This design comes from an exercise in tuning for small area, a short achievable clock period and few clock cycles per item on the open sky130 flow, not from production work. Where RTL was checked, it was by simulation tests only, not by an equivalence proof against the original.

==> flow/design.v <==
module MDU(
  input         clock,
  input         reset,
  input  [3:0]  io_mdu_op,
  input         io_rv64,
  input  [63:0] io_src1,
  input  [63:0] io_src2,
  output        io_result_ok,
  output [63:0] io_result,
  input         io_is_lsu,
  input         io_lsu_ok
);
  localparam K   = 8;           
  localparam NCH = 64 / K;      
  localparam CW  = 3;           
  localparam W   = 74;          
  localparam DW  = 68;          
  localparam YW  = 72;          
  localparam [63:0] KC = 64'h5555555555555556;   
  wire op_mul   = io_mdu_op == 4'h1;
  wire op_mulh  = io_mdu_op == 4'h2 | io_mdu_op == 4'h3 | io_mdu_op == 4'h4;
  wire op_div   = io_mdu_op == 4'h5 | io_mdu_op == 4'h6 | io_mdu_op == 4'h7 | io_mdu_op == 4'h8;
  wire op_valid = op_mul | op_mulh | op_div;
  wire div_sgn  = io_mdu_op == 4'h5 | io_mdu_op == 4'h7;
  wire div_rem  = io_mdu_op == 4'h7 | io_mdu_op == 4'h8;
  wire ma_sgn   = io_mdu_op == 4'h2 | io_mdu_op == 4'h3;   
  wire mb_sgn   = io_mdu_op == 4'h2;                       
  reg          busy;       
  reg          algn;       
  reg          fin;        
  reg          negc;       
  reg          done;       
  reg          lsu_seen;
  reg  [6:0]   cnt;        
  reg  [NCH:0] sel;        
  reg  [63:0]  X;          
  reg          xe;         
  reg  [YW-1:0] Y;         
  reg  [W-1:0] S, C;       
  reg          n3p;        
  reg  [6:0]   blA, blB;   
  reg          dz;         
  reg          o_mul, o_mulh, o_div, o_rem, o_neg, o_w;
  reg          o_qc;       
  wire idle     = ~busy & ~algn & ~fin & ~negc & ~done;
  wire start    = idle & op_valid;
  wire early;             
  wire rok      = done | early;
  wire complete = rok & (~io_is_lsu | lsu_seen | io_lsu_ok);
  wire [63:0] xa = (io_rv64 & op_div) ? {{32{div_sgn & io_src1[31]}}, io_src1[31:0]} : io_src1;
  wire [63:0] yb = io_rv64 ? {{32{(div_sgn | op_mul) & io_src2[31]}}, io_src2[31:0]} : io_src2;
  wire        sA = div_sgn & xa[63];
  wire        sB = div_sgn & yb[63];
  wire [63:0] absX = sA ? -xa : xa;
  wire [63:0] absY = sB ? -yb : yb;
  wire [63:0] xs = io_rv64 ? {{32{io_src1[31]}}, io_src1[31:0]} : io_src1;
  wire [NCH:0] fits, fitx;
  genvar g;
  generate
    for (g = 1; g < NCH; g = g + 1) begin : g_fit
      assign fits[g] = &yb[63:K*g-1] | ~|yb[63:K*g-1];
      assign fitx[g] = &xs[63:K*g-1] | ~|xs[63:K*g-1];
    end
  endgenerate
  assign fits[0] = 1'b0;
  assign fits[NCH] = 1'b1;
  assign fitx[0] = 1'b0;
  assign fitx[NCH] = 1'b1;
  reg  [CW-1:0] top_y, top_x;
  integer j;
  always @(*) begin
    top_y = NCH - 1;
    top_x = NCH - 1;
    for (j = NCH - 1; j >= 1; j = j - 1) begin
      if (fits[j]) top_y = j - 1;
      if (fitx[j]) top_x = j - 1;
    end
  end
  wire          swp = op_mul & (top_x < top_y);
  wire [CW-1:0] top_chunk = swp ? top_x : top_y;
  wire [63:0]   mx = swp ? yb : io_src1;      
  wire [63:0]   my = swp ? xs : yb;           
  wire [64:0] ia = sA ? {~xa, 1'b1} : {1'b0, xa};
  wire [63:0] ib = yb ^ {64{sB}};
  reg  [6:0]  bla0, blb0;
  integer m;
  always @(*) begin
    bla0 = 7'd0; blb0 = 7'd0;
    for (m = 0; m < 65; m = m + 1)
      if (ia[m]) bla0 = m + 1;
    for (m = 0; m < 64; m = m + 1)
      if (ib[m]) blb0 = m + 1;
  end
  wire        divzero = ~|yb;
  wire        neg_st  = div_rem ? sA : (sA ^ sB) & ~divzero;
  wire [NCH:0]  sel_st = op_mul ? ({{NCH{1'b0}}, 1'b1} << top_chunk) : {{NCH{1'b0}}, 1'b1};
  wire [NCH:0]  sel_nx = o_mul ? sel >> 1 : sel << 1;
  wire [YW-1:0] ybx    = {{(YW-64){mb_sgn & my[63]}}, my};
  wire [YW-1:0] ysrc   = busy ? Y : ybx;
  wire [NCH:0]  ssrc   = busy ? sel_nx : sel_st;
  reg  [K:0]    cb;
  integer h;
  always @(*) begin
    cb = {(K+1){1'b0}};
    for (h = 0; h <= NCH; h = h + 1)
      cb = cb | ({ysrc[h*K +: K], (h == 0) ? 1'b0 : ysrc[h*K-1]} & {(K+1){ssrc[h]}});
  end
  wire [3:0]    b_one, b_two, b_neg;
  generate
    for (g = 0; g < 4; g = g + 1) begin : g_benc
      wire y0 = cb[2*g], y1 = cb[2*g+1], y2 = cb[2*g+2];
      assign b_one[g] = y1 ^ y0;
      assign b_two[g] = (y2 & ~y1 & ~y0) | (~y2 & y1 & y0);
      assign b_neg[g] = y2 & ~(y1 & y0);
    end
  endgenerate
  reg  [3:0]    bo, bt, bneg;
  wire          flush = sel[NCH];
  wire [65:0]   ax    = {xe, X, 1'b0};    
  wire [65:0]   a1    = {xe, xe, X};      
  wire [65:0]   brow [0:3];
  generate
    for (g = 0; g < 4; g = g + 1) begin : g_booth
      wire [65:0] mg = ({66{bo[g]}} & a1) | ({66{bt[g]}} & ax);
      wire [65:0] r  = mg ^ {66{bneg[g]}};
      assign brow[g] = {~r[65], r[64:0]};    
    end
  endgenerate
  wire [K:0]    lo_sum = {1'b0, S[K-1:0]} + {1'b0, C[K-1:0]} + {2'b0, n3p, 6'b0};
  wire          c_low  = lo_sum[K];
  wire [W-1:0]  accS = o_mul ? {S[W-1-K:0], {K{1'b0}}} : {{K{1'b0}}, S[W-1:K]};
  wire [W-1:0]  accC = o_mul ? {C[W-1-K:0], 1'b0, bneg[3], 6'b0} : {{K{1'b0}}, C[W-1:K]};
  wire [W-1:0]  row0 = {{(W-66){1'b0}}, brow[0]};
  wire [W-1:0]  row1 = flush ? {{(W-64){1'b0}}, KC}
                             : {{(W-68){1'b0}}, brow[1], 2'b00};
  wire [W-1:0]  row2 = flush ? {W{1'b0}}
                             : {{(W-70){1'b0}}, brow[2], 1'b0, bneg[1], 1'b0, bneg[0]};
  wire [W-1:0]  row3 = flush ? {{(W-1){1'b0}}, ~o_mul & c_low}
                             : {{(W-72){1'b0}}, brow[3], 1'b0, bneg[2], 3'b000, ~o_mul & c_low};
  function [2*W-1:0] csa(input [W-1:0] a, input [W-1:0] b, input [W-1:0] c);
    csa = {((a & b) | (a & c) | (b & c)) << 1, a ^ b ^ c};
  endfunction
  wire [2*W-1:0] l1a = csa(accS, accC, row0);
  wire [2*W-1:0] l1b = csa(row1, row2, row3);
  wire [2*W-1:0] l2a = csa(l1a[W-1:0], l1a[2*W-1:W], l1b[W-1:0]);
  wire [2*W-1:0] l3a = csa(l2a[W-1:0], l2a[2*W-1:W], l1b[2*W-1:W]);
  wire [W-1:0]   tS  = l3a[W-1:0];
  wire [W-1:0]   tC  = l3a[2*W-1:W];
  wire [DW:0]   dsub = {{(DW-63){1'b0}}, X} - {1'b0, Y[DW-1:0]};
  wire          q    = ~dsub[DW];      
  wire [63:0]   nv   = o_rem ? X : C[63:0];
  wire [63:0]   ap   = negc ? ~nv : S[63:0];
  wire [63:0]   aq   = negc ? 64'd0 : C[63:0];
  wire [64:0]   asum2 = {ap, 1'b1} + {aq, negc};    
  wire [63:0]   asum = asum2[64:1];
  wire mul_last = o_mul ? sel[0] : flush;
  wire div_last = cnt == 7'd1;
  wire [6:0] blAn  = blA;                 
  wire [6:0] sdiff = blAn - blB;
  reg        lt;
  reg        eqh;
  integer    e;
  always @(*) begin
    lt = 1'b0;
    eqh = 1'b1;
    for (e = 6; e >= 0; e = e - 1) begin
      lt  = lt | (eqh & ~blAn[e] & blB[e]);
      eqh = eqh & ~(blAn[e] ^ blB[e]);
    end
  end
  wire       noiter = dz | lt;             
  assign early = algn & noiter & ~(o_rem & o_neg);
  always @(posedge clock) begin
    if (reset) begin
      busy <= 1'b0;
      algn <= 1'b0;
      fin  <= 1'b0;
      negc <= 1'b0;
      done <= 1'b0;
      lsu_seen <= 1'b0;
    end else begin
      lsu_seen <= ~complete & (lsu_seen | io_lsu_ok);
      if (complete) done <= 1'b0;
      if (start) begin
        busy <= ~op_div;
        algn <= op_div;
      end
      if (algn) begin
        algn <= 1'b0;
        busy <= ~noiter;
        negc <= noiter & o_rem & o_neg;
        done <= early & ~complete;
      end
      if (busy & (o_div ? div_last : mul_last)) begin
        busy <= 1'b0;
        fin  <= ~o_div;
        negc <= o_div & o_neg;
        done <= o_div & ~o_neg;
      end
      if (fin | negc) begin
        fin  <= 1'b0;
        negc <= 1'b0;
        done <= 1'b1;
      end
    end
    if (idle) begin
      blA <= bla0;
      blB <= blb0;
      dz  <= divzero;
    end
    if (start | busy) begin
      bo   <= b_one;
      bt   <= b_two;
      bneg <= b_neg;
    end
    if (start) begin
      o_mul  <= op_mul;
      o_mulh <= op_mulh;
      o_div  <= op_div;
      o_rem  <= div_rem;
      o_w    <= io_rv64;
      o_neg  <= neg_st;
      n3p    <= 1'b0;
      S      <= {W{1'b0}};
      C      <= {W{op_div & divzero}};
      o_qc   <= op_div;
      sel    <= sel_st;
      if (op_div) begin
        X  <= absX;
        xe <= 1'b0;
        Y  <= {{(YW-64){1'b0}}, absY};
      end else begin
        X  <= mx;
        xe <= ma_sgn & io_src1[63];
        Y  <= ybx;
      end
    end
    if (algn) begin
      Y   <= Y << sdiff;
      cnt <= sdiff + 7'd1;
    end
    if (busy) begin
      if (o_div) begin
        cnt <= cnt - 7'd1;
        if (q) X <= dsub[63:0];
        Y <= Y >> 1;
        C <= {C[W-2:0], q};
      end else begin
        sel <= sel_nx;
        S <= tS;
        C <= tC;
        n3p <= bneg[3];
      end
    end
    if (fin | negc) begin
      S[63:0] <= asum[63:0];
      o_rem <= 1'b0;
      o_qc  <= 1'b0;
    end
  end
  wire [63:0] res = o_rem ? X : o_qc ? C[63:0] : S[63:0];
  assign io_result    = o_w ? {{32{res[31]}}, res[31:0]} : res;
  assign io_result_ok = rok;
endmodule
export LEC_CHECK = 0
export CAP_MARGIN = 20
export CORE_MARGIN = 2
export CORE_UTILIZATION = 60
export SETUP_SLACK_MARGIN = 3.6
export SLEW_MARGIN = 20
export TNS_END_PERCENT = 20
create_clock -name core_clock -period 8.0 [get_ports {clock}]
run.sh (not shown) runs the stock make flow with config.mk's settings and CLKGATE_MAP_FILE= SYNTH_SCRIPT=/design/flow/synth_recipe.tcl, a recipe that flattens the netlist after the stock synthesis.
The baseline failed in global routing.
==> next run, changes <==
--- a/flow/design.v
+++ b/flow/design.v
@@ -52,35 +52,24 @@
   wire        sA = div_sgn & xa[63];
   wire        sB = div_sgn & yb[63];
   wire [63:0] absX = sA ? -xa : xa;
   wire [63:0] absY = sB ? -yb : yb;
-  wire [63:0] xs = io_rv64 ? {{32{io_src1[31]}}, io_src1[31:0]} : io_src1;
-  wire [NCH:0] fits, fitx;
+  wire [NCH:0] fits;
   genvar g;
   generate
     for (g = 1; g < NCH; g = g + 1) begin : g_fit
       assign fits[g] = &yb[63:K*g-1] | ~|yb[63:K*g-1];
-      assign fitx[g] = &xs[63:K*g-1] | ~|xs[63:K*g-1];
     end
   endgenerate
   assign fits[0] = 1'b0;
   assign fits[NCH] = 1'b1;
-  assign fitx[0] = 1'b0;
-  assign fitx[NCH] = 1'b1;
-  reg  [CW-1:0] top_y, top_x;
+  reg  [CW-1:0] top_chunk;
   integer j;
   always @(*) begin
-    top_y = NCH - 1;
-    top_x = NCH - 1;
-    for (j = NCH - 1; j >= 1; j = j - 1) begin
-      if (fits[j]) top_y = j - 1;
-      if (fitx[j]) top_x = j - 1;
-    end
-  end
-  wire          swp = op_mul & (top_x < top_y);
-  wire [CW-1:0] top_chunk = swp ? top_x : top_y;
-  wire [63:0]   mx = swp ? yb : io_src1;      
-  wire [63:0]   my = swp ? xs : yb;           
+    top_chunk = NCH - 1;
+    for (j = NCH - 1; j >= 1; j = j - 1)
+      if (fits[j]) top_chunk = j - 1;
+  end
   wire [64:0] ia = sA ? {~xa, 1'b1} : {1'b0, xa};
   wire [63:0] ib = yb ^ {64{sB}};
   reg  [6:0]  bla0, blb0;
   integer m;
@@ -94,9 +83,9 @@
   wire        divzero = ~|yb;
   wire        neg_st  = div_rem ? sA : (sA ^ sB) & ~divzero;
   wire [NCH:0]  sel_st = op_mul ? ({{NCH{1'b0}}, 1'b1} << top_chunk) : {{NCH{1'b0}}, 1'b1};
   wire [NCH:0]  sel_nx = o_mul ? sel >> 1 : sel << 1;
-  wire [YW-1:0] ybx    = {{(YW-64){mb_sgn & my[63]}}, my};
+  wire [YW-1:0] ybx    = {{(YW-64){mb_sgn & yb[63]}}, yb};
   wire [YW-1:0] ysrc   = busy ? Y : ybx;
   wire [NCH:0]  ssrc   = busy ? sel_nx : sel_st;
   reg  [K:0]    cb;
   integer h;
@@ -229,11 +218,11 @@
         X  <= absX;
         xe <= 1'b0;
         Y  <= {{(YW-64){1'b0}}, absY};
       end else begin
-        X  <= mx;
+        X  <= io_src1;
         xe <= ma_sgn & io_src1[63];
-        Y  <= ybx;
+        Y  <= {{(YW-64){mb_sgn & yb[63]}}, yb};
       end
     end
     if (algn) begin
       Y   <= Y << sdiff;
Outcome: The changed run produced a clean layout. Synthesized area shrinks by 5.0%. Synthesized cell count goes down by 7.4%.
Testbench counts after the change, summed over its fixed seeds: cycles 24,935, ops 2,400.
Function not checked in the first run of this note: the RTL went through the layout flow alone.

what the ideal ports hide:
The results above use ideal ports. As a check the final layout listed here was re-extracted and re-timed, cells and wires unchanged.
Step 1 assumes that a clkbuf_16 drives the clock port and a buf_2 every other input.
Step 2 also shifts input and output timing later by t, the mid clock arrival at the registers, as if the neighbouring blocks saw the same clock.
Slacks: no drivers / after step 1 / after step 2; pairs: no drivers / after step 1.
run: the second run
t (ns): 0.693
slack for setup (ns): 3.365 / 3.292 / 2.809
hold slack, ns: 0.468 / 0.468 / 0.468
worst setup path at the end: input to register
clock arrival spread, ns: 0.046 / 0.047
After both steps the second run still meets setup and hold. For the second run, drivers alone change the setup slack by -0.073 ns; drivers and shift together by -0.556 ns.
